What follows belongs to an exercise in optimizing a design on an open flow for small area, a short achievable clock period and few clock cycles per item; a production flow would make more cautious choices.
Where RTL was checked, it was by simulation tests only, not by an equivalence proof against the original.
No functional check of the RTL was part of runs 4 to 8.

==> flow/run.sh <==
#!/bin/bash
# Layout flow: the standard ORFS flow, with the ORFS variables listed in
# flow/make_args.txt (one VAR=value per line) added to its make command line,
# e.g. a tighter SETUP_SLACK_MARGIN for the timing repair.  If flow/abc.script
# exists, synthesis uses it as ABC's mapping script; everything else, and
# every later step, is the standard flow.  Each step's full output goes to a
# log file in this folder; ORFS's own logs stay under orfs/logs.
set -euo pipefail
ARGS=()
while IFS= read -r line; do
  [[ -z "$line" || "$line" == \#* ]] && continue
  ARGS+=("$line")
done < flow/make_args.txt
if [[ -f flow/abc.script ]]; then
  mkdir -p scripts_abc
  for f in "$FLOW_HOME"/scripts/*; do ln -sf "$f" scripts_abc/; done
  rm -f scripts_abc/abc_speed.script
  cp flow/abc.script scripts_abc/abc_speed.script
  bash standard.sh SCRIPTS_DIR="$PWD/scripts_abc" "${ARGS[@]}" synth > synth.log 2>&1
fi
bash standard.sh "${ARGS[@]}" finish > finish.log 2>&1
==> flow/abc.script <==
&get -n
&st
&syn2
&dch -f
&nf -R 1000
&put
buffer -c
upsize -c
dnsize -c
==> flow/make_args.txt <==
SETUP_SLACK_MARGIN=4.8
ADDER_MAP_FILE=
SLEW_MARGIN=0
CAP_MARGIN=0
BUFFER_PORTS_ARGS=-buffer_cell sky130_fd_sc_hd__buf_1
CTS_BUF_LIST=sky130_fd_sc_hd__clkbuf_4 sky130_fd_sc_hd__clkbuf_8
==> standard.sh <==
#!/bin/bash
# synth_recipe.tcl (not shown) runs the flow's synth.tcl, then flattens the netlist and writes it again
# the make line also repeats each setting of config.mk as NAME=value (left out here)
make -C /OpenROAD-flow-scripts/flow DESIGN_CONFIG=/design/flow/config.mk WORK_HOME=/design/flow/orfs CLKGATE_MAP_FILE= SYNTH_SCRIPT=/design/flow/synth_recipe.tcl "${@:-finish}"
==> config.mk <==
export PLATFORM = sky130hd
export DESIGN_NAME = rgb2hsv_clk
export DESIGN_NICKNAME = rgb2hsv_clk
export VERILOG_FILES = /design/flow/design.v
export SDC_FILE = /design/flow/constraint.sdc
export NUM_CORES = 4
export LEC_CHECK = 0
export CAP_MARGIN = 20
export CORE_MARGIN = 2
export CORE_UTILIZATION = 40
export SLEW_MARGIN = 20
==> constraint.sdc <==
create_clock -name core_clock -period 8.0 [get_ports {pclk}]
set_input_delay 1.6000 -clock core_clock [delete_from_list [all_inputs] [get_ports {pclk}]]
set_output_delay 1.6000 -clock core_clock [all_outputs]
set_load 0.01 [all_outputs]
==> design.v <==
module div_step #(
    parameter R = 8,
    parameter L = 8,
    parameter M1 = 0
) (
    input  [R+L-1:0] rq,       
    input  [R-1:0]   dv,       
    input            qen,
    input            qinv,
    output [R+L-1:0] rq_next
);
    wire [R:0]   t    = rq[R+L-1:L-1];        
    wire [R+1:0] diff = {1'b0, t} + {2'b11, ~dv} + (M1 ? 1'b0 : 1'b1);    
    wire         ge   = ~diff[R+1];
    wire [R-1:0] rem  = ge ? diff[R-1:0] : t[R-1:0];
    assign rq_next = {rem, rq[L-2:0], (ge & qen) ^ qinv};
endmodule
module rgb2hsv_clk (
    input pclk,
    input rst,  
    input enable,  
    input[23:0] RGB24,
    output[24:0] HSV25,
    output reg hsv_done
);
localparam LAST = 4'd10;
reg [3:0]  cnt;       
reg        c1, c2;    
reg [7:0]  vmax;      
reg [7:0]  dm1;       
reg [15:0] srq;       
reg [13:0] hrq;       
reg [1:0]  sel;       
reg        neg;       
always @(posedge pclk) begin
    c1  <= enable;
    c2  <= c1;
    if (rst) begin
        cnt <= 4'd0;
        hsv_done <= 1'b0;
    end else begin
        if (enable)
            cnt <= 4'd1;
        else if (cnt == LAST)
            cnt <= 4'd0;
        else if (cnt != 4'd0)
            cnt <= cnt + 4'd1;
        hsv_done <= cnt == LAST;
    end
end
wire [7:0] r = srq[15:8];
wire [7:0] g = srq[7:0];
wire [7:0] b = hrq[7:0];
wire r_ge_g = r >= g;
wire r_ge_b = r >= b;
wire g_ge_b = g >= b;
wire rmax = r_ge_g & r_ge_b;
wire gmax = ~rmax & g_ge_b;
wire [7:0] mx  = rmax ? r : (gmax ? g : b);
wire [7:0] mid = rmax ? (g_ge_b ? g : b) : gmax ? (r_ge_b ? r : b) : (r_ge_g ? r : g);
wire [7:0] mn  = rmax ? (g_ge_b ? b : g) : gmax ? (r_ge_b ? b : r) : (r_ge_g ? g : r);
wire [1:0] f_sel = rmax ? 2'd0 : (gmax ? 2'd1 : 2'd2);
wire f_neg = rmax ? ~g_ge_b : gmax ? r_ge_b & (r != b) : ~r_ge_g;
wire [7:0] f_dm1 = vmax + srq[15:8];
wire [7:0] f_x   = srq[15:8] - srq[7:0];
wire nz = ~&dm1;
wire [15:0] s_next;
div_step #(.R(8), .L(8)) u_s (.rq(srq), .dv(vmax), .qen(nz), .qinv(1'b0), .rq_next(s_next));
wire [13:0] h_next;
div_step #(.R(8), .L(6), .M1(1)) u_h (.rq(hrq), .dv(dm1), .qen(1'b1), .qinv(neg), .rq_next(h_next));
wire [13:0] h60 = {hrq[7:0], 6'd0} - {4'd0, hrq[7:0], 2'd0};
wire [5:0]  hq = hrq[5:0];
wire [8:0]  base = sel == 2'd0 ? (neg ? 9'd297 : 9'd0) :
                   sel == 2'd1 ? (neg ? 9'd57 : 9'd120) :
                                 (neg ? 9'd177 : 9'd240);
wire [8:0]  hue = base + {3'd0, hq};
always @(posedge pclk) begin
    if (c1) begin
        vmax <= mx;
        sel  <= f_sel;
        neg  <= f_neg;
    end
    if (c2)
        dm1  <= f_dm1;
end
always @(posedge pclk) begin
    if (enable)
        srq <= RGB24[23:8];
    else if (c1)
        srq <= {~mn, ~mid};
    else if (c2)
        srq <= {f_dm1, ~f_dm1};
    else
        srq <= s_next;
    if (enable)
        hrq <= {6'd0, RGB24[7:0]};
    else if (c2)
        hrq <= {6'd0, f_x};
    else if (cnt == 4'd3)
        hrq <= h60;
    else if (cnt == LAST)
        hrq <= {5'd0, hue};
    else
        hrq <= h_next;
end
assign HSV25 = {hrq[8:0], srq[7:0], vmax};
endmodule
==> flow_summary.toml, run 1 <==
[logic_synthesis]
syn_area_per_cell_um2 = 7.24
synth_seq_cells = 56
yosys.cell_count.top_type = "nor2_1"
synth-edff-count = 19
asyncSetResetFlopFracSynth_pct = 0
netlist_top_cells_count = "nor2_1 (72), nand2_1 (66), a21oi_1 (54)"
netlist.area_leader.share_pct = 16.0
dominantRegCellSynth = "dfxtp_1"
mappedNetlistNets = 667
post_synthesis_cell_type_count = 61
syn-instance-count = 640
synth-warning-count = 1
synth_area_um2 = 4630
seq_area_frac_synth_pct = 28.3
synth.area.top_cells = "dfxtp_1 (16%), edfxtp_1 (12%), xnor2_1 (8.9%)"
synthDominantAreaCellType = "dfxtp_1"

[critical_path]
regToRegSetupSlack_ns = 5.01
cpMaxStageDelayCell = "edfxtp_1"
timing.critical_path.required_ns = 8.20
start_of_the_worst_register_to_register_path = "vmax[0]"
worst_path_most_repeated_cell = "o21ai_1"
highest_cell_delay_on_the_worst_timing_path_ns = 0.48
critPathMaxFanout = 10
reg2reg_to = "srq[14]"
startpoint_type_of_the_worst_setup_path = "flip-flop"
crit_path_cell_trace = "nor2b_2 > maj3_2 > o221a_4 > a21oi_4 > maj3_4 > a31oi_1 > a21oi_2 > o21ai_1 > and2_4 > nor2_1 > xnor2_1 > o21a_1 > o22ai_1 > o21ai_1"
cp_endpoint_kind = "flip-flop"
cp_data_arrival_time_ns = 3.19
worst_r2r_path_depth = 14
worst_path_dominant_cell_family = "compound AO/OA/AOI/OAI gates"
cp_num_buf_inv = 0
path_class = "reg -> reg"
timing.critical_path.from = "vmax[0]"

[timing]
timing.fmax_mhz = 334
finalSetupTns_ns = 0
final-max-slew-violation-count = 0
timing.clock.skew_ns = 0.00718
final-hold-violation-count = 0
rsz_0062_raised_after_global_routing = "yes"
finalSetupViolCount = 0
timing.slew.headroom_pct = 33.0
final_min_period_over_clock_period_pct = 37.4
worst-slew-pin-transition_ns = 1.01
layout_min_cycle_time_ns = 2.99
fin_hold_ws_ns = 0.561

[floorplan]
full_die_area_um2 = 12500
effective_utilization_at_floorplan_pct = 40.8
floorplan.die.height_um = 112
die_width_um = 112
placementRows = 39
floorplan.core_area_um2 = 11400
boundaryPins = 53

[routing]
drt.antenna.violating_nets = 0
drt-initial-drc-count = 509
route.detailed.wl_per_inst_um = 18.4
iteration_count_of_the_initial_detailed_routing_pass = 5
detail_route.vias_per_cell = 5.88
finalWirelength_um = 14600
route.vias.total = 4659
post-route-drc-count = 0

[min_path]
worst_hold_path.endpoint = "cnt[1]"
hold_depth = 2
min-delay-path-class = "reg -> reg"
hp-start = "cnt[0]"

[grt]
initial_antenna_violation_count = 0
grt.total_usage_pct = 22.8
pin_count_of_the_biggest_net_entering_global_routing = 55
grt_pass1_vias = 4378
grt_overflow_total = 0
global_route_wire_length_before_repair_um = 23000

[run_status]
run_status = "complete, no violations"

[placement]
finalWeightedCongestion = 0.954
numPortBuffers = 52
dp.final_hpwl_um = 10600

[finish]
final_net_count = 676
antenna_cells = 0
area_growth_pct = 6.88
layout-drive-gt1-share_pct = 8.15

[clocking]
cts-buffers-inserted = 5
cts_sinks = 56
ctsHoldBuffers = 0
clock_tree.root_cell = "clkbuf_8"
cts_tree = "done"
cts.htree.levels = 2
cts.clk_slew.worst_paths_ns = 0.10
cts_max_path_buffers = 2
clkLatencyLatePin_ns = 0.32

[run]
max_cap_violations = 0
## worst max-delay path by stage
stage                     endpoint  slack (ns)  depth (start not counted)
after global routing        srq[3]        4.79                         16
after CTS                  srq[14]        4.80                         14
after detailed placement    srq[5]        4.52                         15
after floorplan            srq[15]        5.16                         14
after global placement      srq[4]        4.66                         15
final                      srq[14]        5.01                         14
## layout make-up
type                    instances  area, um2
inverters                      37        139
well taps                     143        179
repair buffers                 57        234
clock buffers                   7       83.8
multi-input cells             492       2980
flip-flops and latches         56       1340
fillers                      1200       6420
clock inverters                 1       5.00
## per-layer routing
metal | part of all wire (%) | vias up | track usage [%]
met4 | 3.0 | 0 | 7.82
met1 | 44 | 2166 | 30.3
met2 | 47 | 204 | 38.0
li1 | - | 2250 | -
met5 | 0 | - | 0
met3 | 6.5 | 39 | 3.21
## state kept, by name, indices dropped and copies added (netlist names), 2 cells and up
register / cells
sel: 2
srq: 16
cnt: 4
hrq: 14
vmax: 8
dm1: 8
## stage by stage
stage | util [%] | instances | setup WS [ns] | area [um2]
after detailed placement | 42.0 | 783 | 4.52 | 4780
final | 43.6 | 793 | 5.01 | 4950
after global routing | 43.6 | 793 | 4.79 | 4950
after global placement | 42.0 | 783 | 4.66 | 4780
after floorplan | - | 640 | 5.16 | 4630
after CTS | 43.0 | 791 | 4.80 | 4880
## cells by family after synthesis
family	after synthesis	share of synthesized area, %
mux	2	0.459
simple gates	194	18.8
compound gates	218	28.9
fa+ha+maj	6	1.40
buf+inv	92	8.56
flops	56	28.3
xor+xnor	72	13.6
## cells in the final DEF, fill, tap and decap left out, types with 5 or more instances in the layout
| cell | n |
|---|---|
| xor2_1 | 25 |
| dfxtp_2 | 10 |
| o211ai_1 | 5 |
| a31oi_1 | 7 |
| o221ai_1 | 8 |
| o21ai_0 | 41 |
| o21ai_1 | 28 |
| inv_1 | 36 |
| xnor2_1 | 47 |
| clkbuf_8 | 5 |
| edfxtp_1 | 19 |
| dfxtp_1 | 24 |
| a211oi_1 | 5 |
| nand2b_1 | 14 |
| a221oi_1 | 7 |
| o22ai_1 | 35 |
| buf_1 | 51 |
| a21oi_1 | 52 |
| nand2_1 | 63 |
| nor2_1 | 71 |
| nand3_1 | 6 |
| nor2b_1 | 9 |
| buf_4 | 5 |
## worst register-to-register path: cells and delay by family, from the launching register on
kind                       cells  cell delay [ns]
and+or+nand+nor                3             0.56
DFF                            1             0.48
xor gates and xnor gates       1             0.09
adders and majority gates      2             0.57
AOI/OAI and AO/OA              8             1.17
## what timing repair did
item,4_1_cts,5_1_grt
endpoints found under the setup margin,19,28
setup buffers,0,2
gates resized for setup,8,23
Testbench counts, summed over its fixed seeds: cycles 28,792, items 2,400.
==> run 2: changes to the inputs <==
==> flow/abc.script (replaced) <==
&get -n
&st
&syn2
&dch -f
&nf -R 1000
&put
==> flow/make_args.txt (replaced) <==
SETUP_SLACK_MARGIN=4.8
ADDER_MAP_FILE=
BUFFER_PORTS_ARGS=-buffer_cell sky130_fd_sc_hd__buf_1
CTS_BUF_LIST=sky130_fd_sc_hd__clkbuf_4 sky130_fd_sc_hd__clkbuf_8
==> flow_summary.toml, run 2 <==
[run_status]
run_status = "complete, no violations"

[grt]
grt_overflow_total = 0
pin_count_of_the_biggest_net_entering_global_routing = 55
global_route_wire_length_before_repair_um = 21700
grt_pass1_vias = 4326
initial_antenna_violation_count = 0
grt.total_usage_pct = 23.4

[timing]
final-max-slew-violation-count = 0
finalSetupTns_ns = 0
worst_slack_ns = 4.96
layout_min_cycle_time_ns = 3.04
final_min_period_over_clock_period_pct = 38.1
final-hold-violation-count = 0
timing.slew.headroom_pct = 31.6
worst-slew-pin-transition_ns = 1.03
timing.clock.skew_ns = 0.00993
rsz_0062_raised_after_global_routing = "no"
timing.fmax_mhz = 328
finalSetupViolCount = 0

[clocking]
cts.clk_slew.worst_paths_ns = 0.10
cts_max_path_buffers = 2
cts_tree = "done"
cts.htree.levels = 2
cts-buffers-inserted = 5
clkLatencyLatePin_ns = 0.32
cts_sinks = 56
clock_tree.root_cell = "clkbuf_8"

[finish]
largest-register = "srq"
area_growth_pct = 14.5
most-common-layout-cells = "nor2_1 (71), o21ai_0 (68), nand2_1 (62)"
reg_top3 = "srq: 16 flops, hrq: 14 flops"
final_cell_area_um2 = 5040
layout.cells.most_common = "nor2_1"
antenna_cells = 0
largest_register_ff_count = 16
final_net_count = 686
layout-drive-gt1-share_pct = 8.79

[logic_synthesis]
netlist_top_cells_count = "nor2_1 (72), o21ai_0 (69), nand2_1 (67)"
netlist.area_leader.share_pct = 16.8
synth.area.top_cells = "dfxtp_1 (17%), edfxtp_1 (13%), xnor2_1 (9.4%)"
seq_area_frac_synth_pct = 29.8
syn-instance-count = 594
synth_seq_cells = 56
asyncSetResetFlopFracSynth_pct = 0
synthDominantAreaCellType = "dfxtp_1"
post_synthesis_cell_type_count = 46
synth_area_um2 = 4400
syn_area_per_cell_um2 = 7.41
yosys.cell_count.top_type = "nor2_1"
mappedNetlistNets = 621
synth-edff-count = 19
synth-warning-count = 1
dominantRegCellSynth = "dfxtp_1"

[min_path]
hp-start = "c1"
min-delay-path-class = "reg -> reg"

[placement]
numPortBuffers = 52
detailedPlace.worstSlack_ns = 3.92
place_area_um2 = 4730
dp.final_hpwl_um = 9560
finalWeightedCongestion = 0.918

[routing]
detail_route.vias_per_cell = 5.82
finalWirelength_um = 13700
route.detailed.wl_per_inst_um = 17.1
route.vias.total = 4655
drt-initial-drc-count = 329
drt.antenna.violating_nets = 0
post-route-drc-count = 0
iteration_count_of_the_initial_detailed_routing_pass = 5

[floorplan]
full_die_area_um2 = 11900
die_width_um = 109
effective_utilization_at_floorplan_pct = 40.8
floorplan.core_area_um2 = 10800
placementRows = 38
boundaryPins = 53
floorplan.die.height_um = 109

[critical_path]
timing.critical_path.from = "vmax[0]"
cp_data_arrival_time_ns = 3.29
start_of_the_worst_register_to_register_path = "vmax[0]"
cp_endpoint_kind = "flip-flop"
startpoint_type_of_the_worst_setup_path = "flip-flop"
critPathMaxFanout = 10
timing.critical_path.required_ns = 8.25
path_class = "reg -> reg"

[run]
max_cap_violations = 0
run 2: cell count changes in the layout (fill, tap and decap cells not counted), sizes merged:
| cell | previous run | this run |
|---|---|---|
| clkbuf | 8 | 9 |
| inv | 37 | 0 |
| clkinv | 1 | 37 |
| buf | 56 | 66 |
run 2: final cells by class:
type                       instances  area, um2
tap                              140        175
sequential                        56       1340
clock buffer                       8        104
inverter                          37        139
fill                            1118       5750
timing repair buffer              67        309
multi-input combinational        492       2980
run 2: layer usage:
layer | part of all wire (%) | vias up | track usage [%]
li1 | - | 2281 | -
met1 | 44 | 2167 | 30.7
met2 | 47 | 188 | 39.3
met3 | 6.7 | 19 | 3.83
met4 | 1.8 | 0 | 7.23
met5 | 0 | - | 0
run 2: path summary, 6_finish.rpt:
check / endpoint / slack (ns) / cells past startpoint
max: srq[15] / 4.96 / 13
max reg2reg: srq[15] / 4.96 / 13
min reg2reg: c2 / 0.48 / 0
min: c2 / 0.48 / 0
run 2: kinds of logic (layout without fill, tap and decap cells):
family / count (synthesis) / count (layout) / share of synthesized area (%)
flip-flops: 56 / 56 / 29.8
buffers and inverters: 46 / 112 / 4.69
adder cells (fa/ha/maj): 6 / 6 / 1.36
AND/OR/NAND/NOR: 194 / 194 / 19.6
AO/OA/AOI/OAI: 218 / 218 / 29.8
XOR/XNOR: 72 / 72 / 14.3
multiplexers: 2 / 2 / 0.483
run 2: critical path, cell delays in order (launching register included):
cell and delay, ns:
edfxtp_1 0.44, nor2b_1 0.18, maj3_1 0.41, o221a_1 0.24
a21oi_2 0.16, maj3_2 0.25, a31oi_1 0.10, a21oi_2 0.14
o21ai_0 0.10, and2_4 0.20, or3_1 0.36, a22oi_1 0.15
o22ai_1 0.09, o21ai_0 0.14
run 2: what timing repair did:
item / in CTS / in global routing
pin swaps: 0 / 2
endpoints found under the setup margin: 33 / 30
buffers inserted: 1 / 11
gates resized for setup: 26 / 18
hold buffers: 0 / 0
run 2: stage by stage:
step                hold WS (ns)  util [%]  std cells
finish                     0.481      46.7        800
global route               0.479      46.7        800
CTS                        0.488      45.4        789
detailed placement         0.464      43.9        780
global placement           0.459      43.9        780
floorplan                  0.508         -        594
==> run 3: changes to the inputs <==
==> flow/abc.script (replaced) <==
&get -n
&st
&syn2
&dch -f
&nf -R 1000
&put
buffer -c
upsize -c
dnsize -c
==> flow/make_args.txt (replaced) <==
SETUP_SLACK_MARGIN=5.25
ADDER_MAP_FILE=
BUFFER_PORTS_ARGS=-buffer_cell sky130_fd_sc_hd__buf_1
CTS_BUF_LIST=sky130_fd_sc_hd__clkbuf_4 sky130_fd_sc_hd__clkbuf_8
==> flow_summary.toml, run 3 <==
[clocking]
cts_sinks = 56
clock_tree.root_cell = "clkbuf_8"
clkLatencyLatePin_ns = 0.34
ctsHoldBuffers = 0
cts_max_path_buffers = 2
cts_tree = "done"
cts-buffers-inserted = 5
cts.clk_slew.worst_paths_ns = 0.11
cts.htree.levels = 2

[timing]
finalSetupViolCount = 0
timing.slew.headroom_pct = 30.0
final-max-slew-violation-count = 0
rsz_0062_raised_after_global_routing = "yes"
layout_min_cycle_time_ns = 2.88
worst-slew-pin-transition_ns = 1.05
finalSetupTns_ns = 0
worst_slack_ns = 5.12
fin_hold_ws_ns = 0.352
timing.clock.skew_ns = 0.0144
timing.fmax_mhz = 347
final_min_period_over_clock_period_pct = 36.1
final-hold-violation-count = 0

[run_status]
run_status = "complete, no violations"

[finish]
largest-register = "srq"
final-seq-area_um2 = 1350
layout.cells.most_common = "nand2_1"
layout-drive-gt1-share_pct = 19.4
reg_top3 = "srq: 16 flops, hrq: 14 flops"
final_cell_area_um2 = 5590
fillerInstances = 1155
final_net_count = 713
most-common-layout-cells = "nand2_1 (61), nor2_1 (59), buf_1 (51)"
area_growth_pct = 20.7
multiInputGateArea_um2 = 3300
largest_register_ff_count = 16
antenna_cells = 0

[logic_synthesis]
synth-warning-count = 1
synth.area.top_cells = "dfxtp_1 (16%), edfxtp_1 (12%), xnor2_1 (8.9%)"
seq_area_frac_synth_pct = 28.3
netlist_top_cells_count = "nor2_1 (72), nand2_1 (66), a21oi_1 (54)"
synthDominantAreaCellType = "dfxtp_1"
mappedNetlistNets = 667
syn_area_per_cell_um2 = 7.24
yosys.cell_count.top_type = "nor2_1"
synth_seq_cells = 56
post_synthesis_cell_type_count = 61
netlist.area_leader.share_pct = 16.0
dominantRegCellSynth = "dfxtp_1"
synth_area_um2 = 4630
synth-edff-count = 19
asyncSetResetFlopFracSynth_pct = 0
syn-instance-count = 640

[critical_path]
startpoint_type_of_the_worst_setup_path = "flip-flop"
cp_data_arrival_time_ns = 3.10
cpMaxStageDelayCell = "edfxtp_1"
critPathMaxFanout = 5
highest_cell_delay_on_the_worst_timing_path_ns = 0.44
timing.critical_path.required_ns = 8.22
cp_endpoint_kind = "flip-flop"
crit_path_cell_trace = "nor2b_4 > maj3_2 > o221a_4 > a21oi_4 > maj3_4 > a31oi_4 > a21oi_2 > o21ai_2 > and2_4 > buf_4 > nor2_4 > xnor2_1 > o21a_1 > o22ai_2 > o21ai_1"
worst_r2r_path_depth = 15
path_class = "reg -> reg"

[floorplan]
die_width_um = 112
floorplan.die.height_um = 112
full_die_area_um2 = 12500
placementRows = 39
boundaryPins = 53
effective_utilization_at_floorplan_pct = 40.8
floorplan.core_area_um2 = 11400

[placement]
dp.final_hpwl_um = 10700
numPortBuffers = 52
finalWeightedCongestion = 0.968
place_area_um2 = 4790
detailedPlace.worstSlack_ns = 4.56

[routing]
post-route-drc-count = 0
iteration_count_of_the_initial_detailed_routing_pass = 5
route.detailed.wl_per_inst_um = 19.0
finalWirelength_um = 15800
drt-initial-drc-count = 434
drt.antenna.violating_nets = 0
route.vias.total = 4926
detail_route.vias_per_cell = 5.93

[grt]
global_route_wire_length_before_repair_um = 24300
grt.total_usage_pct = 24.4
grt_pass1_vias = 4581
grt_overflow_total = 0
initial_antenna_violation_count = 0
pin_count_of_the_biggest_net_entering_global_routing = 55

[run]
max_cap_violations = 0

[min_path]
hold_depth = 0
min-delay-path-class = "reg -> reg"
## run 3: layout make-up
type                       instances  share of cell area (%)
sequential                        56                    24.2
tap                              143                    3.20
clock inverter                     3                   0.761
clock buffer                       5                    1.23
inverter                          37                    2.48
timing repair buffer              93                    9.24
multi-input combinational        493                    58.9
## run 3: timing repair
item	4_1_cts	5_1_grt
gates cloned	1	0
pin swaps	18	25
resized for setup	56	48
setup buffers	13	24
setup endpoints to repair	42	37
## run 3: logic make-up after synthesis
kind of cell	Yosys count	share of synthesized area, %
flops	56	28.3
fa+ha+maj	6	1.40
xor+xnor	72	13.6
buf+inv	92	8.56
simple gates	194	18.8
mux	2	0.459
compound gates	218	28.9
## run 3: path summary, 6_finish.rpt
check	slack (ns)	from	endpoint
worst min-delay path	0.35	c1	c2
worst max-delay path	5.12	vmax[0]	srq[14]
worst max register to register	5.12	vmax[0]	srq[14]
worst min register to register	0.35	c1	c2
## run 3: metal layers
layer | GRT usage (%) | vias to the layer above | routed length (um)
met4 | 9.79 | 0 | 562
met1 | 31.7 | 2311 | 6610
li1 | - | 2334 | -
met2 | 41.1 | 235 | 7620
met5 | 0 | - | 0
met3 | 3.32 | 46 | 1000
## run 3: critical path, delay by kind of cell (launching register included)
| kind | cells | cell delay [ns] |
|---|---|---|
| xor+xnor | 1 | 0.08 |
| buf+inv | 1 | 0.15 |
| flops | 1 | 0.44 |
| compound gates | 8 | 1.10 |
| simple gates | 3 | 0.47 |
| fa+ha+maj | 2 | 0.54 |
## run 3: through the flow
stage	std cells	util (%)
finish	830	49.2
global route	830	49.2
CTS	806	45.7
detailed placement	784	42.2
global placement	784	42.2
floorplan	640	-
==> run 4: changes to the inputs <==
--- a/design.v
+++ b/design.v
@@ -26,5 +26,4 @@
 localparam LAST = 4'd10;
 reg [3:0]  cnt;       
-reg        c1, c2;    
 reg [7:0]  vmax;      
 reg [7:0]  dm1;       
@@ -34,6 +33,4 @@
 reg        neg;       
 always @(posedge pclk) begin
-    c1  <= enable;
-    c2  <= c1;
     if (rst) begin
         cnt <= 4'd0;
@@ -49,4 +46,6 @@
     end
 end
+wire c1 = cnt == 4'd1;
+wire c2 = cnt == 4'd2;
 wire [7:0] r = srq[15:8];
 wire [7:0] g = srq[7:0];
==> flow/make_args.txt (replaced) <==
SETUP_SLACK_MARGIN=5.0
ADDER_MAP_FILE=
BUFFER_PORTS_ARGS=-buffer_cell sky130_fd_sc_hd__buf_1
CTS_BUF_LIST=sky130_fd_sc_hd__clkbuf_4 sky130_fd_sc_hd__clkbuf_8
==> flow_summary.toml, run 4 <==
[run_status]
run_status = "complete, no violations"

[critical_path]
reg2reg_to = "srq[13]"
timing.critical_path.required_ns = 8.24
cp_endpoint_kind = "flip-flop"
worst_r2r_path_depth = 14
path_class = "reg -> reg"
start_of_the_worst_register_to_register_path = "srq[7]"
startpoint_type_of_the_worst_setup_path = "flip-flop"
regToRegSetupSlack_ns = 5.04
timing.critical_path.from = "srq[7]"
cp_data_arrival_time_ns = 3.20
critPathMaxFanout = 10

[logic_synthesis]
netlist.area_leader.share_pct = 15.2
post_synthesis_cell_type_count = 59
synth_area_um2 = 4600
seq_area_frac_synth_pct = 27.6
synth-edff-count = 19
syn_area_per_cell_um2 = 7.19
mappedNetlistNets = 667
asyncSetResetFlopFracSynth_pct = 0
netlist_top_cells_count = "nand2_1 (78), nor2_1 (70), o21ai_0 (58)"
dominantRegCellSynth = "dfxtp_1"
syn-instance-count = 640
synthDominantAreaCellType = "dfxtp_1"
yosys.cell_count.top_type = "nand2_1"
synth_seq_cells = 54
synth.area.top_cells = "dfxtp_1 (15%), edfxtp_1 (12%), xnor2_1 (9.3%)"
synth-warning-count = 1

[finish]
antenna_cells = 0
finalCoreUtilization_pct = 46.4
final_cell_area_um2 = 5260
largest_register_ff_count = 16
reg_top3 = "srq: 16 flops, hrq: 14 flops"
layout.cells.most_common = "nand2_1"
area_growth_pct = 14.2
multiInputGateArea_um2 = 3190
largest-register = "srq"
final-seq-area_um2 = 1300
fillerInstances = 1175
final_net_count = 696
layout-drive-gt1-share_pct = 13.4
most-common-layout-cells = "nand2_1 (72), nor2_1 (67), a21oi_1 (54)"
final_cells = 813

[floorplan]
floorplan.core_area_um2 = 11300
floorplan.die.height_um = 111
placementRows = 39
full_die_area_um2 = 12400
boundaryPins = 53
effective_utilization_at_floorplan_pct = 40.7
die_width_um = 111

[min_path]
worst_hold_path.endpoint = "cnt[3]"
hold_depth = 2
hp-start = "cnt[3]"
min-delay-path-class = "reg -> reg"

[routing]
post-route-drc-count = 0
drt.antenna.violating_nets = 0
route.detailed.wl_per_inst_um = 18.2
route.vias.total = 4693
iteration_count_of_the_initial_detailed_routing_pass = 5
drt-initial-drc-count = 373
detail_route.vias_per_cell = 5.77
finalWirelength_um = 14800

[timing]
rsz_0062_raised_after_global_routing = "yes"
final_min_period_over_clock_period_pct = 37.0
timing.slew.headroom_pct = 35.1
timing.fmax_mhz = 338
finalSetupViolCount = 0
finalSetupTns_ns = 0
worst-slew-pin-transition_ns = 0.973
worst_slack_ns = 5.04
timing.clock.skew_ns = 0.0103
layout_min_cycle_time_ns = 2.96
final-max-slew-violation-count = 0
final-hold-violation-count = 0
fin_hold_ws_ns = 0.641

[clocking]
clock_tree.root_cell = "clkbuf_8"
clkLatencyLatePin_ns = 0.33
cts.clk_slew.worst_paths_ns = 0.10
cts-buffers-inserted = 5
ctsHoldBuffers = 0
cts_sinks = 54
cts.htree.levels = 2
cts_max_path_buffers = 2
cts_tree = "done"

[placement]
finalWeightedCongestion = 0.904
place_area_um2 = 4740
dp.final_hpwl_um = 10300
dp.cells = 785
numPortBuffers = 52
detailedPlace.worstSlack_ns = 4.13

[grt]
initial_antenna_violation_count = 0
grt_pass1_vias = 4360
global_route_wire_length_before_repair_um = 23200
grt.total_usage_pct = 23.3
pin_count_of_the_biggest_net_entering_global_routing = 54
grt_overflow_total = 0

[run]
max_cap_violations = 0
==> run 4: changes by cell type in the layout (fill, tap and decap cells not counted), moves of 8 or more <==
cell     change
buf_4       -21
nand2_1     +11
nor2_1       +8
nor2_4       -9
o21ai_0     +12
o21ai_1     -18
==> run 4: per-layer routing <==
metal / track usage (%) / part of all wire (%)
met5: 0 / 0
met4: 7.57 / 2.2
met3: 4.05 / 5.8
met2: 36.8 / 47
met1: 32.5 / 45
==> run 4: worst max path at each step <==
stage               to  slack [ns]  depth (start not counted)
6_report       srq[13]        5.04                         14
5_1_grt        srq[11]        4.94                         14
4_1_cts        srq[14]        5.01                         14
3_5_place_dp    srq[2]        4.13                         13
3_3_place_gp    srq[3]        4.25                         13
2_1_floorplan  srq[12]        5.22                         14
==> run 4: what timing repair did <==
item | CTS | global route
setup buffers | 5 | 14
gates resized for setup | 26 | 47
setup endpoints to repair | 35 | 28
pin swaps | 3 | 19
gates cloned | 1 | 0
==> run 4: area by class of cell <==
| class | instances | area share [%] |
|---|---|---|
| clock buffers | 6 | 1.45 |
| multi-input cells | 501 | 60.7 |
| inverters | 34 | 2.43 |
| flip-flops and latches | 54 | 24.8 |
| well taps | 143 | 3.40 |
| repair buffers | 73 | 7.05 |
| clock inverters | 2 | 0.167 |
==> run 4: cells by family (layout without fill, tap and decap cells) <==
kind of cell	count (synthesis)	in the layout	share of synthesized area, %
AOI/OAI and AO/OA	201	202	26.8
muxes	1	1	0.245
buffers and inverters	86	115	8.29
DFF	54	54	27.6
adders and majority gates	8	8	1.85
and+or+nand+nor	221	221	22.0
xor gates and xnor gates	69	69	13.1
==> run 4: critical path: stages (launching register included) <==
cell and delay [ns]:
dfxtp_4 0.41, nor2b_4 0.13, maj3_4 0.20, o221a_4 0.19, a21oi_4 0.04, maj3_2 0.36
a221oi_2 0.27, a21oi_2 0.10, buf_4 0.16, a211oi_4 0.38, buf_4 0.18, nand2_1 0.05
o211ai_1 0.11, a21oi_1 0.09, o31ai_1 0.20
==> run 5: changes to the inputs <==
--- a/design.v
+++ b/design.v
@@ -26,4 +26,5 @@
 localparam LAST = 4'd10;
 reg [3:0]  cnt;       
+reg        c1, c2;    
 reg [7:0]  vmax;      
 reg [7:0]  dm1;       
@@ -33,4 +34,6 @@
 reg        neg;       
 always @(posedge pclk) begin
+    c1  <= enable;
+    c2  <= c1;
     if (rst) begin
         cnt <= 4'd0;
@@ -46,6 +49,4 @@
     end
 end
-wire c1 = cnt == 4'd1;
-wire c2 = cnt == 4'd2;
 wire [7:0] r = srq[15:8];
 wire [7:0] g = srq[7:0];
@@ -61,6 +62,6 @@
 wire [1:0] f_sel = rmax ? 2'd0 : (gmax ? 2'd1 : 2'd2);
 wire f_neg = rmax ? ~g_ge_b : gmax ? r_ge_b & (r != b) : ~r_ge_g;
-wire [7:0] f_dm1 = vmax + srq[15:8];
-wire [7:0] f_x   = srq[15:8] - srq[7:0];
+wire [7:0] f_dm1 = vmax + dm1;
+wire [7:0] f_x   = dm1 - hrq[7:0];
 wire nz = ~&dm1;
 wire [15:0] s_next;
@@ -80,5 +81,7 @@
         neg  <= f_neg;
     end
-    if (c2)
+    if (c1)
+        dm1  <= ~mn;
+    else if (c2)
         dm1  <= f_dm1;
 end
@@ -86,6 +89,4 @@
     if (enable)
         srq <= RGB24[23:8];
-    else if (c1)
-        srq <= {~mn, ~mid};
     else if (c2)
         srq <= {f_dm1, ~f_dm1};
@@ -94,4 +95,6 @@
     if (enable)
         hrq <= {6'd0, RGB24[7:0]};
+    else if (c1)
+        hrq <= {6'd0, ~mid};
     else if (c2)
         hrq <= {6'd0, f_x};
==> flow_summary.toml, run 5 <==
[run_status]
run_status = "complete, no violations"

[critical_path]
crit_path_cell_trace = "nor2_1 > a21oi_1 > a21oi_1 > maj3_1 > maj3_1 > a31o_2 > a21oi_4 > inv_1 > nand2_2 > o21ai_0 > o22ai_1 > o21ai_0"
highest_cell_delay_on_the_worst_timing_path_ns = 0.46
cp_endpoint_kind = "flip-flop"
critPathMaxFanout = 12
cp_data_arrival_time_ns = 3.05
timing.critical_path.required_ns = 8.20
cp_num_buf_inv = 1
path_class = "reg -> reg"
worst_path_dominant_cell_family = "compound AO/OA/AOI/OAI gates"
startpoint_type_of_the_worst_setup_path = "flip-flop"
cpMaxStageDelayCell = "dfxtp_4"

[finish]
final_cells = 842
largest-register = "srq"
most-common-layout-cells = "a21oi_1 (74), nor2_1 (66), xnor2_1 (59)"
final_cell_area_um2 = 5450
layout.cells.most_common = "a21oi_1"
reg_top3 = "srq: 16 flops, hrq: 14 flops"
antenna_cells = 0
final_net_count = 721
largest_register_ff_count = 16
layout-drive-gt1-share_pct = 11.4
area_growth_pct = 11.5

[timing]
timing.clock.skew_ns = 0.00653
rsz_0062_raised_after_global_routing = "yes"
timing.fmax_mhz = 351
final_min_period_over_clock_period_pct = 35.6
final-max-slew-violation-count = 0
worst-slew-pin-transition_ns = 0.993
finalSetupViolCount = 0
final-hold-violation-count = 0
layout_min_cycle_time_ns = 2.85
finalSetupTns_ns = 0
worst_slack_ns = 5.15
timing.slew.headroom_pct = 33.6

[logic_synthesis]
synth-warning-count = 1
syn_area_per_cell_um2 = 7.28
synth_seq_cells = 56
asyncSetResetFlopFracSynth_pct = 0
dominantRegCellSynth = "dfxtp_1"
seq_area_frac_synth_pct = 26.8
mappedNetlistNets = 698
post_synthesis_cell_type_count = 59
synth.area.top_cells = "dfxtp_1 (15%), edfxtp_1 (12%), xnor2_1 (11%)"
netlist_top_cells_count = "a21oi_1 (75), nor2_1 (67), nand2_1 (59), xnor2_1 (59), o21ai_0 (56)"
synth_area_um2 = 4890
synthDominantAreaCellType = "dfxtp_1"
netlist.area_leader.share_pct = 15.2
syn-instance-count = 671
synth-edff-count = 19
yosys.cell_count.top_type = "a21oi_1"

[floorplan]
boundaryPins = 53
floorplan.core_area_um2 = 12000
floorplan.die.height_um = 115
die_width_um = 115
effective_utilization_at_floorplan_pct = 40.9
full_die_area_um2 = 13100
placementRows = 40

[grt]
grt_pass1_vias = 4656
grt_overflow_total = 0
initial_antenna_violation_count = 0
global_route_wire_length_before_repair_um = 24800
pin_count_of_the_biggest_net_entering_global_routing = 50
grt.total_usage_pct = 24.2

[min_path]
min-delay-path-class = "reg -> reg"

[placement]
numPortBuffers = 52
finalWeightedCongestion = 0.966
dp.final_hpwl_um = 11100
place_area_um2 = 5040
detailedPlace.worstSlack_ns = 4.32
dp.cells = 816

[routing]
finalWirelength_um = 15800
route.vias.total = 5034
post-route-drc-count = 0
drt-initial-drc-count = 410
route.detailed.wl_per_inst_um = 18.8
detail_route.vias_per_cell = 5.98
drt.antenna.violating_nets = 0
iteration_count_of_the_initial_detailed_routing_pass = 5

[clocking]
cts_tree = "done"
cts_max_path_buffers = 2
cts.htree.levels = 2
clock_tree.root_cell = "clkbuf_8"
cts-buffers-inserted = 5
cts.clk_slew.worst_paths_ns = 0.11
clkLatencyLatePin_ns = 0.32
cts_sinks = 56

[run]
max_cap_violations = 0
## run 5: changes by cell type in the layout (fill, tap and decap cells not counted), moves of 4 or more
cell,before,now
o22ai_1,28,32
xnor2_1,48,59
dfxtp_1,18,22
o21ai_1,9,4
nand3_1,6,2
nor2b_1,12,16
nand2_1,72,54
o22a_1,0,4
a21oi_1,54,74
o21ai_0,51,56
## run 5: per-stage QoR
step | utilization [%] | hold WS [ns]
finish | 45.6 | 0.561
global route | 45.6 | 0.577
CTS | 44.2 | 0.548
detailed placement | 42.1 | 0.523
global placement | 42.1 | 0.505
floorplan | - | 0.477
## run 5: worst register-to-register path, cell delays in order (launching register included)
cell and delay [ns]:
dfxtp_4 0.46, nor2_1 0.09, a21oi_1 0.14, a21oi_1 0.06
maj3_1 0.36, maj3_1 0.38, a31o_2 0.31, a21oi_4 0.29
inv_1 0.09, nand2_2 0.15, o21ai_0 0.11, o22ai_1 0.19
o21ai_0 0.09
## run 5: cells by family after synthesis
kind of cell               after synthesis  share of synthesized area [%]
AOI/OAI and AO/OA                      228                           28.7
xor gates and xnor gates                80                           14.3
adders and majority gates                9                           1.84
buffers and inverters                   95                           8.32
DFF                                     56                           26.8
muxes                                    1                          0.205
and+or+nand+nor                        202                           19.8
## run 5: per-layer routing
metal  global-route usage, %  vias up  part of all wire (%)
li1                        -     2381                     -
met1                    31.9     2349                    42
met2                    39.0      245                    46
met3                    3.55       59                   7.6
met4                    11.1        0                   4.3
met5                       0        -                     0
## run 5: layout make-up
type / instances / area (um2)
fill: 1205 / 6510
multi-input combinational: 520 / 3270
sequential: 56 / 1340
timing repair buffer: 76 / 393
tap: 147 / 184
inverter: 35 / 131
clock buffer: 6 / 76.3
clock inverter: 2 / 60.1
## run 5: final timing paths
check / startpoint / to / slack, ns / cells after the start
min reg2reg: cnt[3] / cnt[3] / 0.56 / 1
min: cnt[3] / cnt[3] / 0.56 / 1
max: hrq[5] / hrq[3] / 5.15 / 12
max reg2reg: hrq[5] / hrq[3] / 5.15 / 12
## run 5: timing repair
action / 4_1_cts / 5_1_grt
pin swaps: 1 / 7
endpoints found under the setup margin: 36 / 17
buffers inserted: 4 / 14
hold buffers: 0 / 0
resized for setup: 23 / 18
==> run 6: changes to the inputs <==
==> flow/make_args.txt (replaced) <==
SETUP_SLACK_MARGIN=4.8
ADDER_MAP_FILE=
BUFFER_PORTS_ARGS=-buffer_cell sky130_fd_sc_hd__buf_1
CTS_BUF_LIST=sky130_fd_sc_hd__clkbuf_4 sky130_fd_sc_hd__clkbuf_8
==> flow_summary.toml, run 6 <==
[routing]
route.vias.total = 4951
route.detailed.wl_per_inst_um = 18.6
drt.antenna.violating_nets = 0
detail_route.vias_per_cell = 5.94
drt-initial-drc-count = 315
post-route-drc-count = 0
iteration_count_of_the_initial_detailed_routing_pass = 7
finalWirelength_um = 15500

[timing]
timing.fmax_mhz = 330
timing.slew.headroom_pct = 34.3
worst-slew-pin-transition_ns = 0.982
final_min_period_over_clock_period_pct = 37.9
final-max-slew-violation-count = 0
finalSetupViolCount = 0
layout_min_cycle_time_ns = 3.03
worst_slack_ns = 4.97
timing.clock.skew_ns = 0.00934
fin_hold_ws_ns = 0.553
finalSetupTns_ns = 0
rsz_0062_raised_after_global_routing = "yes"
final-hold-violation-count = 0

[grt]
initial_antenna_violation_count = 0
grt_pass1_vias = 4599
pin_count_of_the_biggest_net_entering_global_routing = 50
grt_overflow_total = 0
global_route_wire_length_before_repair_um = 24600
grt.total_usage_pct = 24.0

[placement]
detailedPlace.worstSlack_ns = 4.32
dp.final_hpwl_um = 11100
finalWeightedCongestion = 0.966
numPortBuffers = 52

[logic_synthesis]
syn_area_per_cell_um2 = 7.28
synth_area_um2 = 4890
seq_area_frac_synth_pct = 26.8
mappedNetlistNets = 698
syn-instance-count = 671
yosys.cell_count.top_type = "a21oi_1"
synth.area.top_cells = "dfxtp_1 (15%), edfxtp_1 (12%), xnor2_1 (11%)"
post_synthesis_cell_type_count = 59
asyncSetResetFlopFracSynth_pct = 0
netlist_top_cells_count = "a21oi_1 (75), nor2_1 (67), nand2_1 (59), xnor2_1 (59), o21ai_0 (56)"
synthDominantAreaCellType = "dfxtp_1"
netlist.area_leader.share_pct = 15.2
synth-warning-count = 1
synth_seq_cells = 56
synth-edff-count = 19
dominantRegCellSynth = "dfxtp_1"

[critical_path]
critPathMaxFanout = 22
highest_cell_delay_on_the_worst_timing_path_ns = 0.54
cpMaxStageDelayCell = "dfxtp_4"
crit_path_cell_trace = "nor2_1 > a21oi_1 > a21oi_1 > maj3_1 > maj3_1 > a31o_2 > a21oi_4 > inv_1 > nand2_1 > o21ai_0 > o22ai_1 > o21ai_0"
path_class = "reg -> reg"
startpoint_type_of_the_worst_setup_path = "flip-flop"
cp_endpoint_kind = "flip-flop"
timing.critical_path.required_ns = 8.19
cp_data_arrival_time_ns = 3.22

[clocking]
cts_tree = "done"
clkLatencyLatePin_ns = 0.32
cts_sinks = 56
ctsHoldBuffers = 0
cts.htree.levels = 2
cts-buffers-inserted = 5
cts_max_path_buffers = 2
cts.clk_slew.worst_paths_ns = 0.10
clock_tree.root_cell = "clkbuf_8"

[finish]
largest-register = "srq"
area_growth_pct = 8.76
final-seq-area_um2 = 1330
layout-drive-gt1-share_pct = 8.73
final_net_count = 713
antenna_cells = 0
largest_register_ff_count = 16
reg_top3 = "srq: 16 flops, hrq: 14 flops"
most-common-layout-cells = "a21oi_1 (74), nor2_1 (67), xnor2_1 (59)"
layout.cells.most_common = "a21oi_1"
fillerInstances = 1224
multiInputGateArea_um2 = 3220

[floorplan]
die_width_um = 115
full_die_area_um2 = 13100
floorplan.core_area_um2 = 12000
boundaryPins = 53
placementRows = 40
effective_utilization_at_floorplan_pct = 40.9
floorplan.die.height_um = 115

[run_status]
run_status = "complete, no violations"

[run]
max_cap_violations = 0

[min_path]
min-delay-path-class = "reg -> reg"
## run 6: per-layer routing
| layer | global-route usage [%] | share of wire (%) | up-vias |
|---|---|---|---|
| met3 | 3.18 | 6.8 | 58 |
| li1 | - | - | 2359 |
| met1 | 32.0 | 42 | 2321 |
| met5 | 0 | 0 | - |
| met4 | 10.2 | 4.6 | 0 |
| met2 | 39.0 | 46 | 213 |
## run 6: through the flow
stage | instance area (um2) | std cells | util [%]
2_1_floorplan | 4890 | 671 | -
3_3_place_gp | 5040 | 816 | 42.1
3_5_place_dp | 5040 | 816 | 42.1
4_1_cts | 5190 | 824 | 43.4
5_1_grt | 5320 | 834 | 44.4
6_report | 5320 | 834 | 44.4
## run 6: final timing paths
check	end	depth (start not counted)	from	slack [ns]
hold reg to reg	cnt[3]	1	cnt[3]	0.55
setup / recovery	hrq[3]	12	hrq[5]	4.97
hold / removal	cnt[3]	1	cnt[3]	0.55
setup reg to reg	hrq[3]	12	hrq[5]	4.97
## run 6: logic make-up (layout without fill, tap and decap cells)
family                     Yosys count  count (layout)  synth area share [%]
and+or+nand+nor                    202             202                  19.8
DFF                                 56              56                  26.8
buffers and inverters               95             111                  8.32
adders and majority gates            9               9                  1.84
muxes                                1               1                 0.205
AOI/OAI and AO/OA                  228             228                  28.7
xor gates and xnor gates            80              80                  14.3
## run 6: repair_timing
action	in CTS	in global routing
resized for setup	6	17
buffers inserted	0	10
pin swaps	1	2
setup endpoints to repair	24	19
## run 6: layout make-up
| cell class | count | share of cell area, % |
|---|---|---|
| repair buffers | 68 | 5.96 |
| clock inverters | 2 | 1.13 |
| clock buffers | 6 | 1.44 |
| flip-flops and latches | 56 | 25.0 |
| well taps | 147 | 3.46 |
| inverters | 35 | 2.47 |
| multi-input cells | 520 | 60.5 |
## run 6: worst max-delay path: cells and delay by family, from the launching register on
family | cells | cell delay (ns)
simple gates | 2 | 0.33
flops | 1 | 0.54
fa+ha+maj | 2 | 0.72
buf+inv | 1 | 0.07
compound gates | 7 | 1.24
==> run 7: changes to the inputs <==
--- a/design.v
+++ b/design.v
@@ -24,7 +24,6 @@
     output reg hsv_done
 );
-localparam LAST = 4'd10;
+localparam LAST = 4'd9;
 reg [3:0]  cnt;       
-reg        c1, c2;    
 reg [7:0]  vmax;      
 reg [7:0]  dm1;       
@@ -34,6 +33,4 @@
 reg        neg;       
 always @(posedge pclk) begin
-    c1  <= enable;
-    c2  <= c1;
     if (rst) begin
         cnt <= 4'd0;
@@ -49,4 +46,5 @@
     end
 end
+wire c1 = cnt == 4'd1;
 wire [7:0] r = srq[15:8];
 wire [7:0] g = srq[7:0];
@@ -62,6 +60,6 @@
 wire [1:0] f_sel = rmax ? 2'd0 : (gmax ? 2'd1 : 2'd2);
 wire f_neg = rmax ? ~g_ge_b : gmax ? r_ge_b & (r != b) : ~r_ge_g;
-wire [7:0] f_dm1 = vmax + dm1;
-wire [7:0] f_x   = dm1 - hrq[7:0];
+wire [7:0] f_dm1 = mx + ~mn;
+wire [7:0] f_x   = mid - mn;
 wire nz = ~&dm1;
 wire [15:0] s_next;
@@ -80,14 +78,11 @@
         sel  <= f_sel;
         neg  <= f_neg;
+        dm1  <= f_dm1;
     end
-    if (c1)
-        dm1  <= ~mn;
-    else if (c2)
-        dm1  <= f_dm1;
 end
 always @(posedge pclk) begin
     if (enable)
         srq <= RGB24[23:8];
-    else if (c2)
+    else if (c1)
         srq <= {f_dm1, ~f_dm1};
     else
@@ -96,8 +91,6 @@
         hrq <= {6'd0, RGB24[7:0]};
     else if (c1)
-        hrq <= {6'd0, ~mid};
-    else if (c2)
         hrq <= {6'd0, f_x};
-    else if (cnt == 4'd3)
+    else if (cnt == 4'd2)
         hrq <= h60;
     else if (cnt == LAST)
==> flow_summary.toml, run 7 <==
[run_status]
run_status = "complete, no violations"

[routing]
post-route-drc-count = 0
detail_route.vias_per_cell = 6.04
drt.antenna.violating_nets = 0
route.vias.total = 5722
route.detailed.wl_per_inst_um = 19.9
drt-initial-drc-count = 719
iteration_count_of_the_initial_detailed_routing_pass = 7
finalWirelength_um = 18900

[clocking]
cts.htree.levels = 2
cts.clk_slew.worst_paths_ns = 0.10
clock_tree.root_cell = "clkbuf_8"
cts_sinks = 54
cts_tree = "done"
clkLatencyLatePin_ns = 0.35
cts-buffers-inserted = 5
ctsHoldBuffers = 0
cts_max_path_buffers = 2

[timing]
rsz_0062_raised_after_global_routing = "yes"
layout_min_cycle_time_ns = 3.74
worst_slack_ns = 4.26
timing.fmax_mhz = 267
timing.clock.skew_ns = 0.0118
fin_hold_ws_ns = 0.614
final-max-slew-violation-count = 0
final-hold-violation-count = 0
timing.slew.headroom_pct = 23.4
final_min_period_over_clock_period_pct = 46.7
finalSetupTns_ns = 0
worst-slew-pin-transition_ns = 1.15
finalSetupViolCount = 0

[finish]
final_net_count = 802
layout.cells.most_common = "buf_4"
final_cell_area_um2 = 6600
largest_register_ff_count = 16
antenna_cells = 0
largest-register = "srq"
layout-drive-gt1-share_pct = 31.1
most-common-layout-cells = "buf_4 (67), nand2_1 (65), nor2_1 (65)"
area_growth_pct = 29.8
reg_top3 = "srq: 16 flops, hrq: 14 flops"

[critical_path]
cpMaxStageDelayCell = "dfxtp_4"
cp_endpoint_kind = "flip-flop"
startpoint_type_of_the_worst_setup_path = "flip-flop"
timing.critical_path.required_ns = 8.27
highest_cell_delay_on_the_worst_timing_path_ns = 0.37
worst_path_most_repeated_cell = "maj3_2"
crit_path_cell_trace = "nor2b_4 > maj3_2 > maj3_2 > maj3_2 > o21bai_4 > buf_8 > buf_6 > buf_4 > a32oi_2 > o32ai_2 > a211o_2 > a31o_1 > nand2_2 > nand3_4 > a21oi_2 > xnor2_1 > a21oi_1 > a21oi_1"
worst_path_dominant_cell_family = "compound AO/OA/AOI/OAI gates"
cp_num_buf_inv = 3
cp_data_arrival_time_ns = 4.01
critPathMaxFanout = 6
start_of_the_worst_register_to_register_path = "srq[12]"
timing.critical_path.from = "srq[12]"
path_class = "reg -> reg"

[grt]
global_route_wire_length_before_repair_um = 28500
grt.total_usage_pct = 27.6
grt_overflow_total = 0
initial_antenna_violation_count = 0
grt_pass1_vias = 5218
pin_count_of_the_biggest_net_entering_global_routing = 39

[floorplan]
die_width_um = 117
placementRows = 41
boundaryPins = 53
full_die_area_um2 = 13600
floorplan.die.height_um = 117
floorplan.core_area_um2 = 12500
effective_utilization_at_floorplan_pct = 40.6

[min_path]
hp-start = "srq[5]"
min-delay-path-class = "reg -> reg"

[logic_synthesis]
synth-warning-count = 1
synthDominantAreaCellType = "dfxtp_1"
post_synthesis_cell_type_count = 79
mappedNetlistNets = 715
synth.area.top_cells = "dfxtp_1 (14%), edfxtp_1 (11%), xnor2_1 (9.5%)"
netlist.area_leader.share_pct = 13.8
netlist_top_cells_count = "nor2_1 (83), nand2_1 (73), a21oi_1 (55), xnor2_1 (55), o21ai_0 (48)"
yosys.cell_count.top_type = "nor2_1"
synth_seq_cells = 54
syn-instance-count = 688
dominantRegCellSynth = "dfxtp_1"
syn_area_per_cell_um2 = 7.39
asyncSetResetFlopFracSynth_pct = 0
seq_area_frac_synth_pct = 25.0
synth-edff-count = 19
synth_area_um2 = 5080

[placement]
dp.final_hpwl_um = 11600
numPortBuffers = 52
place_area_um2 = 5250
detailedPlace.worstSlack_ns = 2.91
finalWeightedCongestion = 1.00

[run]
max_cap_violations = 0
[run 7: changes by cell type after synthesis, sizes merged, moves of 6 or more]
cell    change
nand2b     -12
nor3        +6
nand2      +18
a31oi       +8
a21oi      -19
nand3       +8
nor2       +18
o22ai      -10
nor2b       -6
clkbuf      -7
o22a        +6
[run 7: layer usage]
metal  global-route usage [%]  part of all wire [%]  vias to the layer above
met3                     4.05                   8.6                       86
li1                         -                     -                     2604
met1                     36.2                    40                     2669
met4                     11.1                   4.1                        0
met5                        0                     0                        -
met2                     45.6                    47                      363
[run 7: worst register-to-register path: stages (launching register included)]
cell	delay [ns]
dfxtp_4	0.37
nor2b_4	0.12
maj3_2	0.29
maj3_2	0.31
maj3_2	0.30
o21bai_4	0.23
buf_8	0.19
buf_6	0.13
buf_4	0.15
a32oi_2	0.22
o32ai_2	0.12
a211o_2	0.34
a31o_1	0.21
nand2_2	0.10
nand3_4	0.11
a21oi_2	0.16
xnor2_1	0.12
a21oi_1	0.08
a21oi_1	0.13
[run 7: worst paths after layout]
| check | end | slack, ns | depth (start not counted) |
|---|---|---|---|
| max | hrq[6] | 4.26 | 18 |
| min | srq[6] | 0.61 | 2 |
| max reg2reg | hrq[6] | 4.26 | 18 |
| min reg2reg | srq[6] | 0.61 | 2 |
[run 7: cell type report]
| cell class | instances | area (um2) |
|---|---|---|
| Fill cell | 1222 | 5920 |
| Tap cell | 172 | 215 |
| Sequential cell | 54 | 1330 |
| Multi-Input combinational cell | 546 | 3890 |
| Timing Repair Buffer | 135 | 910 |
| Clock buffer | 6 | 76.3 |
| Clock inverter | 2 | 15.0 |
| Inverter | 33 | 161 |
[run 7: cell families (layout without fill, tap and decap cells)]
group / count (synthesis) / count (layout) / share of synthesized area, %
fa+ha+maj: 14 / 14 / 2.93
simple gates: 232 / 233 / 21.4
compound gates: 222 / 222 / 29.1
buf+inv: 89 / 176 / 8.03
mux: 3 / 3 / 0.615
flops: 54 / 54 / 25.0
xor+xnor: 74 / 74 / 12.9
[run 7: repair_timing]
action	CTS	global route
setup buffers	47	33
hold endpoints to repair	0	0
setup endpoints to repair	47	35
pin swaps	31	53
gates cloned	1	0
resized for setup	89	75
[run 7: metrics by stage]
step | std cells | util [%]
2_1_floorplan | 688 | -
3_3_place_gp | 859 | 42.0
3_5_place_dp | 859 | 42.0
4_1_cts | 915 | 48.1
5_1_grt | 948 | 52.7
6_report | 948 | 52.7
==> run 8: changes to the inputs <==
==> flow/make_args.txt (replaced) <==
SETUP_SLACK_MARGIN=4.6
ADDER_MAP_FILE=
BUFFER_PORTS_ARGS=-buffer_cell sky130_fd_sc_hd__buf_1
CTS_BUF_LIST=sky130_fd_sc_hd__clkbuf_4 sky130_fd_sc_hd__clkbuf_8
==> flow_summary.toml, run 8 <==
[floorplan]
die_width_um = 117
placementRows = 41
boundaryPins = 53
full_die_area_um2 = 13600
floorplan.core_area_um2 = 12500
floorplan.die.height_um = 117
effective_utilization_at_floorplan_pct = 40.6

[logic_synthesis]
yosys.cell_count.top_type = "nor2_1"
synthDominantAreaCellType = "dfxtp_1"
post_synthesis_cell_type_count = 79
syn_area_per_cell_um2 = 7.39
asyncSetResetFlopFracSynth_pct = 0
dominantRegCellSynth = "dfxtp_1"
seq_area_frac_synth_pct = 25.0
mappedNetlistNets = 715
synth-edff-count = 19
netlist.area_leader.share_pct = 13.8
synth-warning-count = 1
synth_area_um2 = 5080
netlist_top_cells_count = "nor2_1 (83), nand2_1 (73), a21oi_1 (55), xnor2_1 (55), o21ai_0 (48)"
synth_seq_cells = 54
synth.area.top_cells = "dfxtp_1 (14%), edfxtp_1 (11%), xnor2_1 (9.5%)"
syn-instance-count = 688

[critical_path]
regToRegSetupSlack_ns = 4.25
start_of_the_worst_register_to_register_path = "hrq[4]"
crit_path_cell_trace = "buf_12 > nor2b_4 > maj3_2 > maj3_2 > maj3_2 > o21bai_4 > inv_4 > nor2_2 > nand2_2 > nand2_2 > a32oi_1 > nand2_1 > a21o_1 > nand2_1 > a31oi_2 > xnor2_2 > buf_4"
cp_endpoint_kind = "flip-flop"
worst_path_most_repeated_cell = "maj3_2"
cp.depth = 17
cpMaxStageDelayCell = "dfxtp_4"
reg2reg_to = "dm1[6]"
startpoint_type_of_the_worst_setup_path = "flip-flop"
worst_r2r_path_depth = 17
cp_data_arrival_time_ns = 3.86
critPathMaxFanout = 6
cp_num_buf_inv = 3
worst_path_dominant_cell_family = "adder cells"
highest_cell_delay_on_the_worst_timing_path_ns = 0.38
timing.critical_path.required_ns = 8.11
path_class = "reg -> reg"

[timing]
worst-slew-pin-transition_ns = 1.16
layout_min_cycle_time_ns = 3.75
fin_hold_ws_ns = 0.608
rsz_0062_raised_after_global_routing = "yes"
worst_slack_ns = 4.25
final-max-slew-violation-count = 0
timing.clock.skew_ns = 0.00882
final-hold-violation-count = 0
timing.fmax_mhz = 267
finalSetupViolCount = 0
final_min_period_over_clock_period_pct = 46.9
timing.slew.headroom_pct = 22.7
finalSetupTns_ns = 0

[clocking]
cts_sinks = 54
cts.htree.levels = 2
cts-buffers-inserted = 5
clkLatencyLatePin_ns = 0.34
cts.clk_slew.worst_paths_ns = 0.11
clock_tree.root_cell = "clkbuf_8"
cts_max_path_buffers = 2
cts_tree = "done"
ctsHoldBuffers = 0

[finish]
most-common-layout-cells = "nor2_1 (70), nand2_1 (67), buf_4 (63)"
reg_top3 = "srq: 16 flops, hrq: 14 flops"
final_cell_area_um2 = 6550
largest_register_ff_count = 16
finalCoreUtilization_pct = 52.3
antenna_cells = 0
area_growth_pct = 28.8
layout-drive-gt1-share_pct = 29.4
final_net_count = 797
largest-register = "srq"
final_cells = 943
layout.cells.most_common = "nor2_1"

[min_path]
worst_hold_path.endpoint = "cnt[3]"
hold_depth = 2
min-delay-path-class = "reg -> reg"
hp-start = "cnt[3]"

[grt]
grt_overflow_total = 0
initial_antenna_violation_count = 0
grt.total_usage_pct = 27.0
grt_pass1_vias = 5123
pin_count_of_the_biggest_net_entering_global_routing = 40
global_route_wire_length_before_repair_um = 28100

[routing]
finalWirelength_um = 18700
route.vias.total = 5615
drt.antenna.violating_nets = 0
drt-initial-drc-count = 624
post-route-drc-count = 0
iteration_count_of_the_initial_detailed_routing_pass = 5
detail_route.vias_per_cell = 5.95
route.detailed.wl_per_inst_um = 19.9

[placement]
dp.final_hpwl_um = 11900
numPortBuffers = 52
place_area_um2 = 5260
finalWeightedCongestion = 0.984
dp.cells = 861
detailedPlace.worstSlack_ns = 3.13

[run]
max_cap_violations = 0

[run_status]
run_status = "complete, no violations"
-- run 8: how the worst max path moves through the flow --
stage	from	to	slack, ns
after floorplan	srq[12]	srq[6]	4.56
after detailed placement	hrq[1]	srq[6]	3.13
final	hrq[4]	dm1[6]	4.25
after global routing	hrq[4]	srq[15]	4.04
after global placement	hrq[1]	srq[6]	3.25
after CTS	hrq[4]	srq[6]	4.24
-- run 8: area by class of cell --
| type | instances | area (um2) |
|---|---|---|
| repair buffers | 128 | 850 |
| clock buffers | 6 | 76.3 |
| clock inverters | 2 | 37.5 |
| flip-flops and latches | 54 | 1320 |
| well taps | 172 | 215 |
| fillers | 1227 | 5970 |
| multi-input cells | 548 | 3910 |
| inverters | 33 | 134 |
-- run 8: cells by family after synthesis --
logic type | synth area share, %
compound gates | 29.1
xor+xnor | 12.9
fa+ha+maj | 2.93
buf+inv | 8.03
flops | 25.0
mux | 0.615
simple gates | 21.4
-- run 8: worst min-delay path: stages, from the launching register on --
cell,delay [ns]
dfxtp_1,0.35
a22oi_1,0.16
nor3_1,0.06
-- run 8: metal layers --
metal	GRT usage (%)	vias up	wire, um
met5	0	-	0
met4	8.94	0	563
met3	4.83	48	1400
met2	44.5	297	8830
met1	35.8	2677	7940
li1	-	2593	-
-- run 8: repair_timing --
| action | in CTS | in global routing |
|---|---|---|
| gates resized for setup | 78 | 79 |
| endpoints found under the setup margin | 44 | 34 |
| pin swaps | 27 | 58 |
| cloned | 3 | 1 |
| buffers inserted | 40 | 30 |

static timing again, ports no longer ideal:
No port has a modelled driver above. Below, the same layouts with a new extraction and two added sets of constraints. Step 1 sets driving cells, clkbuf_16 on the clock port and buf_2 on the other inputs (assumed; they add their load-dependent delay and slew). Step 2 adds t to the input delays and takes it off the output delays; t is the mean of the earliest and latest rising clock arrival at the registers after step 1. Input paths then give back, and output paths get back, about the clock's delay inside the block. Slacks: ideal ports / drivers / drivers and shift; pairs: ideal ports / drivers.
run | t, ns | setup WS [ns] | pins driven straight from the clock port
run 1 | 0.353 | 5.008 / 5.008 / 5.008 | 1
run 2 | 0.351 | 4.955 / 4.955 / 4.955 | 1
run 3 | 0.368 | 5.116 / 5.116 / 5.116 | 1
run 4 | 0.355 | 5.039 / 5.039 / 5.039 | 1
run 5 | 0.353 | 5.150 / 5.128 / 5.150 | 1
run 6 | 0.354 | 4.967 / 4.967 / 4.967 | 1
run 7 | 0.377 | 4.260 / 4.260 / 4.260 | 1
run 8 | 0.373 | 4.250 / 4.250 / 4.250 | 1
After both steps setup and hold are still met in every run listed.
